Context: an optimization exercise on an open-source flow, tuned for small area, a short achievable clock period and few clock cycles. The choices shown serve that exercise and are no tape-out recipe. Only simulation tests tie the RTL to the original design; equivalence was not proved.

Setup of run C:
// SQRT
module SQRT(
	RST,
	CLK,
	IN_VALID,
	IN,
	OUT_VALID,
	OUT
);
Settings: LEC_CHECK=0, CAP_MARGIN=0, CORE_MARGIN=2, CORE_UTILIZATION=40, SETUP_SLACK_MARGIN=2.0, SLEW_MARGIN=0; clock period 5.0 ns.
standard.sh (not shown) runs the stock make flow with config.mk's settings and CLKGATE_MAP_FILE= SYNTH_SCRIPT=/design/flow/synth_recipe.tcl, a recipe that flattens the netlist after the stock synthesis.
==> flow/flow/run.sh <==
#!/bin/bash
set -euo pipefail
export BUFFER_PORTS_ARGS="-buffer_cell sky130_fd_sc_hd__buf_1"

bash standard.sh synth > standard_synth.log 2>&1

R=orfs/results/$FLOW_PLATFORM/SQRT/base
LIB=$FLOW_HOME/platforms/$FLOW_PLATFORM/lib/sky130_fd_sc_hd__tt_025C_1v80.lib
YOSYS=$(command -v yosys || echo $FLOW_HOME/../tools/install/yosys/bin/yosys)
cp $R/1_2_yosys.v standard_1_2_yosys.v

# sequential and tie cells stay as they are; everything else is re-mapped
SEQ=$(grep -o 'cell *( *"\?sky130_fd_sc_hd__[a-z0-9_]*' $LIB | grep -o 'sky130_fd_sc_hd__[a-z0-9_]*' \
      | grep -E '__(df|edf|sdf|sedf|dlx|dlr|dlclkp|sdlclkp|conb)' | tr '\n' ' ')
DU=$(grep -o 'sky130_fd_sc_hd__\(lpflow\|probe\)[a-z0-9_]*' $LIB | sort -u | sed 's/^/-dont_use /' | tr '\n' ' ')
cat > remap.ys <<EOT
read_liberty -ignore_miss_func $LIB
blackbox $SEQ
read_verilog standard_1_2_yosys.v
hierarchy -top $FLOW_TOP
flatten
rename -hide w:*.*
opt_clean
stat
abc -liberty $LIB -script flow/remap.abc $DU
splitnets
opt_clean -purge
hilomap -singleton -hicell sky130_fd_sc_hd__conb_1 HI -locell sky130_fd_sc_hd__conb_1 LO
insbuf -buf sky130_fd_sc_hd__buf_4 A X
stat -liberty $LIB
write_verilog -noattr -nohex -nodec remapped.v
EOT
$YOSYS -l remap.log remap.ys > /dev/null 2>&1
cp remapped.v $R/1_2_yosys.v

bash standard.sh > standard.log 2>&1
==> flow/flow/remap.abc <==
strash; dch; map -D 1800; topo; stime -c; buffer -c; upsize -c; dnsize -c; stime -c
No stage failed in run C, and the final checks on the layout all came back clean.
Testbench counts of run C, summed over its fixed seeds: cycles 24,008.
> inputs changed (run C -> run Z)
Settings: SLEW_MARGIN: 0 -> 20; SETUP_SLACK_MARGIN: 2.0 -> 2.1; CAP_MARGIN: 0 -> 20.
- [compare] base=run C new=run Z: data required time of the critical path up 50 ps; maximum frequency from static timing analysis picked up an extra 2.5%.
- Setup WNS run C -> run Z: better
- The higher area taken by multi-input logic gates came out of run Z.
- Routed wire length: run Z higher than run C
- The via count in run Z sits about 0.5% above the value recorded for run C.
- Measured against run C, the non-clock buffer count of run Z comes out at 1.08 times the reference value.
- Of run Z and run C, it is run Z that has the higher cell area after layout.
- Run Z | stages: all done | timing, DRC, antenna: all pass
- [run Z] buffers plus inverters on the worst setup path rose 2 relative to run C

* * *

== build 47 ==
Starting RTL as in the previous note.
export LEC_CHECK = 0
export CAP_MARGIN = 20
export CORE_MARGIN = 2
export CORE_UTILIZATION = 40
export SETUP_SLACK_MARGIN = 2.0
export SLEW_MARGIN = 20
create_clock -name core_clock -period 5.0 [get_ports {CLK}]
==> flow/flow/run.sh <==
#!/bin/bash
set -euo pipefail
export BUFFER_PORTS_ARGS="-buffer_cell sky130_fd_sc_hd__buf_1"
export CTS_ARGS="-sink_clustering_enable -repair_clock_nets -sink_clustering_size 60 -sink_clustering_max_diameter 300 -buf_list sky130_fd_sc_hd__clkbuf_8"

bash standard.sh synth > standard_synth.log 2>&1

R=orfs/results/$FLOW_PLATFORM/SQRT/base
LIB=$FLOW_HOME/platforms/$FLOW_PLATFORM/lib/sky130_fd_sc_hd__tt_025C_1v80.lib
YOSYS=$(command -v yosys || echo $FLOW_HOME/../tools/install/yosys/bin/yosys)
cp $R/1_2_yosys.v standard_1_2_yosys.v

# sequential and tie cells stay as they are; everything else is re-mapped
SEQ=$(grep -o 'cell *( *"\?sky130_fd_sc_hd__[a-z0-9_]*' $LIB | grep -o 'sky130_fd_sc_hd__[a-z0-9_]*' \
      | grep -E '__(df|edf|sdf|sedf|dlx|dlr|dlclkp|sdlclkp|conb)' | tr '\n' ' ')
DU=$(grep -o 'sky130_fd_sc_hd__\(lpflow\|probe\)[a-z0-9_]*' $LIB | sort -u | sed 's/^/-dont_use /' | tr '\n' ' ')
cat > remap.ys <<EOT
read_liberty -ignore_miss_func $LIB
blackbox $SEQ
read_verilog standard_1_2_yosys.v
hierarchy -top $FLOW_TOP
flatten
rename -hide w:*.*
opt_clean
stat
abc -liberty $LIB -script flow/remap.abc $DU
splitnets
opt_clean -purge
hilomap -singleton -hicell sky130_fd_sc_hd__conb_1 HI -locell sky130_fd_sc_hd__conb_1 LO
insbuf -buf sky130_fd_sc_hd__buf_4 A X
stat -liberty $LIB
write_verilog -noattr -nohex -nodec remapped.v
EOT
$YOSYS -l remap.log remap.ys > /dev/null 2>&1
cp remapped.v $R/1_2_yosys.v

bash standard.sh > standard.log 2>&1
Scripts as last shown in full above: flow/flow/remap.abc
Testbench counts of build 47, summed over its fixed seeds: cycles 24,008.
Setup changes, build 47 to build 54
# build 47
export LEC_CHECK = 0
export CAP_MARGIN = 20
export CORE_MARGIN = 2
export CORE_UTILIZATION = 40
export SETUP_SLACK_MARGIN = 2.0
export SLEW_MARGIN = 20
create_clock -name core_clock -period 5.0 [get_ports {CLK}]
# build 54
export LEC_CHECK = 0
export CAP_MARGIN = 20
export CORE_MARGIN = 2
export CORE_UTILIZATION = 40
export SETUP_SLACK_MARGIN = 2.3
export SLEW_MARGIN = 20
create_clock -name core_clock -period 5.0 [get_ports {CLK}]
diff --git a/flow/flow/run.sh b/flow/flow/run.sh
--- a/flow/flow/run.sh
+++ b/flow/flow/run.sh
@@ -4 +3,0 @@
-export CTS_ARGS="-sink_clustering_enable -repair_clock_nets -sink_clustering_size 60 -sink_clustering_max_diameter 300 -buf_list sky130_fd_sc_hd__clkbuf_8"
==> results.txt <==
Per the final summary, build 54 finished and its layout is clean on timing, DRC and antenna.
Build 47 completed; timing, DRC and antenna clean
[compare] base=build 47 new=build 54: width of the die flat; final-layout worst hold slack shows no meaningful change; final worst setup slack rose 180 ps; register clock-pin slew on the reported worst setup and hold paths did not really move; met2 wire length shows an increase of about 9%.
Relative to build 54, the following input files were edited for build 94:
# build 54
export LEC_CHECK = 0
export CAP_MARGIN = 20
export CORE_MARGIN = 2
export CORE_UTILIZATION = 40
export SETUP_SLACK_MARGIN = 2.3
export SLEW_MARGIN = 20
create_clock -name core_clock -period 5.0 [get_ports {CLK}]
# build 94
export LEC_CHECK = 0
export CAP_MARGIN = 20
export CORE_MARGIN = 2
export CORE_UTILIZATION = 40
export SETUP_SLACK_MARGIN = 2.15
export SLEW_MARGIN = 20
create_clock -name core_clock -period 5.0 [get_ports {CLK}]
--- outcome ---
- Looking at critical path depth, build 94 sits 3 below build 54.
- For the number of vias per cell, build 94 came in about 2.8% lower than build 54 did.
- Relative to build 54, the area growth from synthesis to layout of build 94 is lower by 8.5 points.
- r[1] as the timing endpoint of the critical path was reported by build 94, and r[0] by build 54.
- Changes observed in build 94 relative to build 54: setup slack on the worst flop-to-flop path lower, total number of nets in the final design lower.
- Per the comparison of build 94 with build 54, final instance area moved down; number of non-filler instances in the completed layout moved down; core utilization moved down.
diff inputs: build 94 => build 5
# build 94
export LEC_CHECK = 0
export CAP_MARGIN = 20
export CORE_MARGIN = 2
export CORE_UTILIZATION = 40
export SETUP_SLACK_MARGIN = 2.15
export SLEW_MARGIN = 20
create_clock -name core_clock -period 5.0 [get_ports {CLK}]
# build 5
export LEC_CHECK = 0
export CAP_MARGIN = 20
export CORE_MARGIN = 2
export CORE_UTILIZATION = 40
export SETUP_SLACK_MARGIN = 2.0
export SLEW_MARGIN = 20
create_clock -name core_clock -period 5.0 [get_ports {CLK}]
==> flow/flow/remap.abc <==
strash; dch; map -D 1500; topo; stime -c; buffer -c; upsize -c; dnsize -c; stime -c
Results
- | share of post-route cells with drive strength above 1 | build 5 vs build 94 | 4.3 points lower |
- As of build 5, post-place instance area had risen by a few percent compared to build 94.
- Build 94 vs build 5, launch point of the worst path: IN[12] vs q[5]
- Between build 5 and build 94, number of nets produced by synthesis is higher for build 5, build 94 comes in under that.
- Buffer and inverter count on the worst path is lower on build 5
Setup changes, build 5 to build 68
# build 5
export LEC_CHECK = 0
export CAP_MARGIN = 20
export CORE_MARGIN = 2
export CORE_UTILIZATION = 40
export SETUP_SLACK_MARGIN = 2.0
export SLEW_MARGIN = 20
create_clock -name core_clock -period 5.0 [get_ports {CLK}]
# build 68
export LEC_CHECK = 0
export CAP_MARGIN = 20
export CORE_MARGIN = 2
export CORE_UTILIZATION = 50
export SETUP_SLACK_MARGIN = 2.0
export SLEW_MARGIN = 20
create_clock -name core_clock -period 5.0 [get_ports {CLK}]
==> flow/flow/remap.abc <==
strash; dch; map -D 1800; topo; stime -c; buffer -c; upsize -c; dnsize -c; stime -c
==> results.txt <==
- As far as count of maximum capacitance violations goes, build 5 and build 68 are indistinguishable; the numbers are identical.
- From build 5 to build 68 the numbers moved as follows: number of hold violations in the final report held steady; worst path setup slack after routing grew by 27 ps.
- When build 68 is measured against build 5, its global-route wire length before repair turns out 8.3% lower.
Input-level comparison between build 9 and build 68:
# build 68
export LEC_CHECK = 0
export CAP_MARGIN = 20
export CORE_MARGIN = 2
export CORE_UTILIZATION = 50
export SETUP_SLACK_MARGIN = 2.0
export SLEW_MARGIN = 20
create_clock -name core_clock -period 5.0 [get_ports {CLK}]
# build 9
export LEC_CHECK = 0
export CAP_MARGIN = 20
export CORE_MARGIN = 2
export CORE_UTILIZATION = 40
export GPL_TIMING_DRIVEN = 0
export SETUP_SLACK_MARGIN = 2.0
export SLEW_MARGIN = 20
create_clock -name core_clock -period 5.0 [get_ports {CLK}]
==> comparison <==
- When build 9 is measured against build 68, its final worst-path cycle share turns out 0.72 points higher.
- Relative to build 68, largest stage delay on the critical path decreased by 50 ps in build 9.
- | portion of the layout cell area used by clock cells | build 68 vs build 9 | ≈ equal |
- Compared with build 68, post-route cell area in build 9 increased slightly.
- Build 68 and build 9 ended up with nearly the same clock skew.
- Of build 68 and build 9, the run reporting the higher maximum fanout encountered on the critical timing path was build 9.
- Relative to build 68, the met2 wire length measured on build 9 has decreased slightly.
- | die extent in y | build 9 vs build 68 | 11% higher |

[static timing again, ports no longer ideal]
No port has a modelled driver above. Below, the same layouts with a new extraction and two added sets of constraints.
Step 1, drivers: a clkbuf_16 drives CLK and a buf_2 each remaining input, both assumed.
Step 2 moves the port delays by t, midway between the first and last clock arrival at a register: inputs arrive t later, outputs are due t later. That takes back most of the time a late clock gives input paths.
a / b / c = ideal / step 1 / step 2; a / b = the first two.
| run | t, ns | slack for setup (ns) | hold slack, ns | worst setup path at the end | worst register clock-pin slew, ns |
|---|---|---|---|---|---|
| run C | 0.315 | 2.203 / 2.203 / 1.973 | 0.424 / 0.424 / 0.424 | input to register | 0.08 / 0.08 |
| run Z | 0.316 | 2.272 / 2.279 / 1.964 | 0.424 / 0.424 / 0.424 | input to register | 0.08 / 0.08 |
| build 47 | 0.315 | 2.203 / 2.203 / 1.973 | 0.424 / 0.424 / 0.424 | input to register | 0.08 / 0.08 |
| build 54 | 0.319 | 2.383 / 2.383 / 2.099 | 0.422 / 0.422 / 0.422 | input to register | 0.09 / 0.09 |
| build 94 | 0.315 | 2.216 / 2.224 / 1.909 | 0.424 / 0.424 / 0.424 | input to register | 0.08 / 0.08 |
| build 5 | 0.324 | 2.184 / 2.184 / 1.965 | 0.421 / 0.421 / 0.421 | input to register | 0.08 / 0.08 |
| build 68 | 0.304 | 2.211 / 2.211 / 1.999 | 0.426 / 0.426 / 0.426 | input to register | 0.08 / 0.08 |
| build 9 | 0.318 | 2.175 / 2.175 / 1.915 | 0.422 / 0.422 / 0.422 | input to register | 0.08 / 0.08 |
After both steps setup and hold are still met in every run listed. The setup slack of run Z, which loses most, moves by +0.007 ns with the drivers and by -0.308 ns with both steps.
